Background: an optimization exercise with open tools, aiming at small area, a short achievable clock period and few clock cycles per item. Do not read the settings as production practice.

==> module modulo_sec, before the edit <==
module modulo_sec#(
  parameter SIZE = 16,
  parameter CALCULATION_OUT = 1'b0 )(
  input clk,
  input rst,
  input [(SIZE-1):0] divident,
  input [(SIZE-1):0] divisor,
  input start,
  output done,
  output [(SIZE-1):0] remainder);
  localparam CW = $clog2(SIZE);
  function [CW-1:0] lzc;
    input [SIZE-1:0] v;
    integer i;
    begin
      lzc = SIZE-1;
      for (i = 0; i < SIZE; i = i + 1)
        if (v[i]) lzc = SIZE-1-i;
    end
  endfunction
  reg busy;
  reg [SIZE-1:0] rem_reg, div_reg;
  reg [CW-1:0] cnt;
  assign done = ~busy;
  assign remainder = rem_reg;
  wire [CW-1:0] lz_a = lzc(divident);
  wire [CW-1:0] lz_b = lzc(divisor);
  wire [CW:0] shift = {1'b0, lz_b} - {1'b0, lz_a};
  wire [SIZE-1:0] step_div = div_reg << cnt;
  wire [SIZE:0] diff = {1'b0, rem_reg} - {1'b0, step_div};
  always @(posedge clk) begin
    if (busy) begin
      if (~diff[SIZE])
        rem_reg <= diff[SIZE-1:0];
      cnt <= cnt - 1'b1;
    end else begin
      if (start)
        rem_reg <= divident;
      div_reg <= divisor;
      cnt <= shift[CW-1:0];
    end
  end
  always @(posedge clk or posedge rst) begin
    if (rst)
      busy <= 1'b0;
    else if (busy)
      busy <= |cnt;
    else
      busy <= start & ~shift[CW];
  end
endmodule
Settings: LEC_CHECK=0, CAP_MARGIN=20, CORE_MARGIN=2, CORE_UTILIZATION=40, SLEW_MARGIN=20; clock period 4.0 ns.
run.sh (not shown) runs the stock make flow with config.mk's settings and CLKGATE_MAP_FILE= SYNTH_SCRIPT=/design/flow/synth_recipe.tcl, a recipe that flattens the netlist after the stock synthesis.
Rerun with:
--- a/flow/design.v
+++ b/flow/design.v
@@ -10,4 +10,5 @@
   output [(SIZE-1):0] remainder);
   localparam CW = $clog2(SIZE);
+  localparam STEPS = 2;
   function [CW-1:0] lzc;
     input [SIZE-1:0] v;
@@ -21,5 +22,5 @@
   reg busy;
   reg [SIZE-1:0] rem_reg, div_reg;
-  reg [CW-1:0] cnt;
+  reg [CW-1:0] cnt;   
   assign done = ~busy;
   assign remainder = rem_reg;
@@ -27,15 +28,23 @@
   wire [CW-1:0] lz_b = lzc(divisor);
   wire [CW:0] shift = {1'b0, lz_b} - {1'b0, lz_a};
-  wire [SIZE-1:0] step_div = div_reg << cnt;
-  wire [SIZE:0] diff = {1'b0, rem_reg} - {1'b0, step_div};
+  reg [SIZE-1:0] r [0:STEPS];
+  reg [SIZE:0] diff;
+  integer j;
+  always @(*) begin
+    r[0] = rem_reg;
+    for (j = 0; j < STEPS; j = j + 1) begin
+      diff = {1'b0, r[j]} - {1'b0, div_reg >> j};
+      r[j+1] = (~diff[SIZE] && cnt >= j) ? diff[SIZE-1:0] : r[j];
+    end
+  end
   always @(posedge clk) begin
     if (busy) begin
-      if (~diff[SIZE])
-        rem_reg <= diff[SIZE-1:0];
-      cnt <= cnt - 1'b1;
+      rem_reg <= r[STEPS];
+      div_reg <= div_reg >> STEPS;
+      cnt <= cnt - STEPS;
     end else begin
       if (start)
         rem_reg <= divident;
-      div_reg <= divisor;
+      div_reg <= divisor << shift[CW-1:0];
       cnt <= shift[CW-1:0];
     end
@@ -45,5 +54,5 @@
       busy <= 1'b0;
     else if (busy)
-      busy <= |cnt;
+      busy <= (cnt >= STEPS);
     else
       busy <= start & ~shift[CW];
The changed run produced a layout that fails on setup timing.
Utilization goes up by 16 points.
Sequential share of layout area goes down by 13 points.
Area after synthesis goes up by 30%.
Global-route usage goes up by 5.4 points.
Register-to-register slack gets worse by 1.2 ns.
No run of this note included a check of the RTL's function; only the layout flow was run.

---

the previous run:
modulo_sec, a different RTL version from the one above (not shown whole).
For scale: about 38 flip-flops, ~52 I/O pins.
==> module modulo_sec, before the edit <==
module modulo_sec#(
  parameter SIZE = 16,
  parameter CALCULATION_OUT = 1'b0 )(
  input clk,
  input rst,
  input [(SIZE-1):0] divident,
  input [(SIZE-1):0] divisor,
  input start,
  output done,
  output [(SIZE-1):0] remainder);
  localparam CW = $clog2(SIZE);
  function [3:0] lzc;
    input [15:0] v;
    reg [3:0] z;
    reg [1:0] lz0, lz1, lz2, lz3, hi;
    begin
      z[3] = ~|v[15:12]; z[2] = ~|v[11:8]; z[1] = ~|v[7:4]; z[0] = ~|v[3:0];
      lz3 = {~v[15] & ~v[14], ~v[15] & (v[14] | ~v[13])};
      lz2 = {~v[11] & ~v[10], ~v[11] & (v[10] | ~v[9])};
      lz1 = {~v[7] & ~v[6], ~v[7] & (v[6] | ~v[5])};
      lz0 = {~v[3] & ~v[2], ~v[3] & (v[2] | ~v[1])};
      hi = {z[3] & z[2], z[3] & (~z[2] | z[1])};
      case (hi)
        2'd0: lzc = {hi, lz3};
        2'd1: lzc = {hi, lz2};
        2'd2: lzc = {hi, lz1};
        default: lzc = {hi, lz0};
      endcase
    end
  endfunction
  function [SIZE:0] sub_bk;
    input [SIZE-1:0] x, y;
    reg [SIZE-1:0] g, p, gn, pn;
    integer i, j, l;
    begin
      for (i = 0; i < SIZE; i = i + 1) begin
        g[i] = ~x[i] & y[i];
        p[i] = ~(x[i] ^ y[i]);
      end
      for (l = 0; (1 << l) < SIZE; l = l + 1) begin
        gn = g; pn = p;
        for (i = 0; i < SIZE; i = i + 1)
          if (((i + 1) % (2 << l)) == 0) begin
            j = i - (1 << l);
            gn[i] = g[i] | (p[i] & g[j]);
            pn[i] = p[i] & p[j];
          end
        g = gn; p = pn;
      end
      for (l = CW - 2; l >= 0; l = l - 1) begin
        gn = g; pn = p;
        for (i = 0; i < SIZE; i = i + 1)
          if (((i + 1) % (2 << l)) == (1 << l) && i > (1 << l)) begin
            j = i - (1 << l);
            gn[i] = g[i] | (p[i] & g[j]);
            pn[i] = p[i] & p[j];
          end
        g = gn; p = pn;
      end
      sub_bk[SIZE] = g[SIZE-1];
      sub_bk[0] = x[0] ^ y[0];
      for (i = 1; i < SIZE; i = i + 1)
        sub_bk[i] = x[i] ^ y[i] ^ g[i-1];
    end
  endfunction
  reg busy, align;
  reg [SIZE-1:0] rem_reg, div_reg;
  reg [CW-1:0] cnt;
  assign done = ~busy;
  assign remainder = rem_reg;
  wire [CW-1:0] lz_a = lzc(divident);
  wire [CW-1:0] lz_b = lzc(divisor);
  wire [CW:0] shift = {1'b0, lz_b} - {1'b0, lz_a};
  wire [SIZE:0] diff = sub_bk(rem_reg, div_reg);
  always @(posedge clk) begin
    if (~busy) begin
      if (start)
        rem_reg <= divident;
      div_reg <= divisor;
      cnt <= shift[CW-1:0];
      align <= |shift[CW-1:0];
    end else if (align) begin
      div_reg <= div_reg << cnt;
      align <= 1'b0;
    end else begin
      if (~diff[SIZE])
        rem_reg <= diff[SIZE-1:0];
      div_reg <= div_reg >> 1;
      cnt <= cnt - 1'b1;
    end
  end
  always @(posedge clk or posedge rst) begin
    if (rst)
      busy <= 1'b0;
    else if (~busy)
      busy <= start & ~shift[CW];
    else if (~align)
      busy <= |cnt;
  end
endmodule
export LEC_CHECK = 0
export ABC_AREA = 1
export CAP_MARGIN = 20
export CORE_MARGIN = 2
export CORE_UTILIZATION = 40
export SETUP_SLACK_MARGIN = 1.5
export SLEW_MARGIN = 20
create_clock -name core_clock -period 4.0 [get_ports {clk}]
standard.sh (not shown) runs the stock make flow with config.mk's settings and CLKGATE_MAP_FILE= SYNTH_SCRIPT=/design/flow/synth_recipe.tcl, a recipe that flattens the netlist after the stock synthesis.
==> flow/flow/run.sh <==
#!/bin/bash
# The standard layout, with plain buf_1 cells (not delay cells) as the port buffers.
set -euo pipefail
bash standard.sh BUFFER_PORTS_ARGS="-buffer_cell sky130_fd_sc_hd__buf_1" finish > standard.log 2>&1
Edits applied to the flow inputs when going from the previous run to the current run:
diff --git a/flow/design.v b/flow/design.v
--- a/flow/design.v
+++ b/flow/design.v
@@ -5,13 +5,13 @@
   input rst,
   input [(SIZE-1):0] divident,
   input [(SIZE-1):0] divisor,
   input start,
   output done,
   output [(SIZE-1):0] remainder);
-  localparam CW = $clog2(SIZE);
+  localparam CW = 4;   
   function [3:0] lzc;
     input [15:0] v;
     reg [3:0] z;
     reg [1:0] lz0, lz1, lz2, lz3, hi;
     begin
       z[3] = ~|v[15:12]; z[2] = ~|v[11:8]; z[1] = ~|v[7:4]; z[0] = ~|v[3:0];
@@ -60,41 +60,42 @@
       sub_bk[SIZE] = g[SIZE-1];
       sub_bk[0] = x[0] ^ y[0];
       for (i = 1; i < SIZE; i = i + 1)
         sub_bk[i] = x[i] ^ y[i] ^ g[i-1];
     end
   endfunction
-  reg busy, align;
+  reg idle;
   reg [SIZE-1:0] rem_reg, div_reg;
   reg [CW-1:0] cnt;
-  assign done = ~busy;
+  assign done = idle;
   assign remainder = rem_reg;
   wire [CW-1:0] lz_a = lzc(divident);
   wire [CW-1:0] lz_b = lzc(divisor);
   wire [CW:0] shift = {1'b0, lz_b} - {1'b0, lz_a};
+  wire [1:0] hi_d = lz_b[3:2] - lz_a[3:2];
+  wire [2:0] lo_d = {1'b0, lz_b[1:0]} + {1'b0, ~lz_a[1:0]};
+  wire [SIZE+2:0] by_nibbles = {3'b000, divisor} << {hi_d, 2'b00};
+  wire [SIZE+8:0] by_bits = {6'b000000, by_nibbles} << lo_d;
+  wire [SIZE-1:0] aligned = by_bits[SIZE+2:3];
   wire [SIZE:0] diff = sub_bk(rem_reg, div_reg);
   always @(posedge clk) begin
-    if (~busy) begin
+    if (idle) begin
       if (start)
         rem_reg <= divident;
-      div_reg <= divisor;
+      div_reg <= aligned;
       cnt <= shift[CW-1:0];
-      align <= |shift[CW-1:0];
-    end else if (align) begin
-      div_reg <= div_reg << cnt;
-      align <= 1'b0;
     end else begin
       if (~diff[SIZE])
         rem_reg <= diff[SIZE-1:0];
       div_reg <= div_reg >> 1;
       cnt <= cnt - 1'b1;
     end
   end
   always @(posedge clk or posedge rst) begin
     if (rst)
-      busy <= 1'b0;
-    else if (~busy)
-      busy <= start & ~shift[CW];
-    else if (~align)
-      busy <= |cnt;
+      idle <= 1'b1;
+    else if (idle)
+      idle <= ~start | shift[CW];
+    else
+      idle <= ~|cnt;
   end
 endmodule
==> run summary <==
- Count of clock-buffer cells in the layout is lower on the previous run
- In the current run the synthesized cell count turned out 33 higher than in the previous run.
- Looking only at worst hold slack, and setting everything else aside, the higher value of the previous run and the current run goes to the current run.
- Of the current run and the previous run, it is the current run that has the higher count of buffering cells on the critical path with inverters included.
- NOTE y dimension of the die the previous run->the current run increased slightly
- The current run did not stop at any stage, and its layout met the timing, DRC and antenna checks.
- Compared to the previous run, the current run has effective utilization at floorplan 0.63 points lower.
- The current run has stage delay of the slowest cell on the critical path above what the previous run had.
- Adder-cell area share of the yosys netlist: the previous run and the current run compared, lower one is the previous run
No functional check of the RTL was part of any run of this note.

==> separate check: timing with driven ports <==
How much do the figures lean on ideal ports? The routed layouts below were timed once more, with nothing changed but the port constraints. Step 1 (the two cells are an assumption about what drives the block):
set clk [get_ports {clk}]
set_driving_cell -lib_cell sky130_fd_sc_hd__clkbuf_16 $clk
set_driving_cell -lib_cell sky130_fd_sc_hd__buf_2 [delete_from_list [all_inputs] $clk]
Step 2 also shifts input and output timing later by t, the mid clock arrival at the registers, as if the neighbouring blocks saw the same clock. Slacks: ideal / step 1 / step 2; pairs: ideal / step 1.
run | t, ns | setup slack, ns | worst register clock-pin slew, ns | pins driven straight from the clock port
the first run of note 1 | 0.325 | 0.423 / 0.423 / 0.423 | 0.09 / 0.09 | 1
the second run of note 1 | 0.340 | -0.751 / -0.751 / -0.751 | 0.08 / 0.08 | 1
the previous run | 0.325 | 1.533 / 1.524 / 1.277 | 0.08 / 0.08 | 1
the current run | 0.316 | 1.094 / 1.087 / 0.772 | 0.08 / 0.08 | 1
For the current run, which loses most, drivers alone change the setup slack by -0.007 ns; drivers and shift together by -0.322 ns.
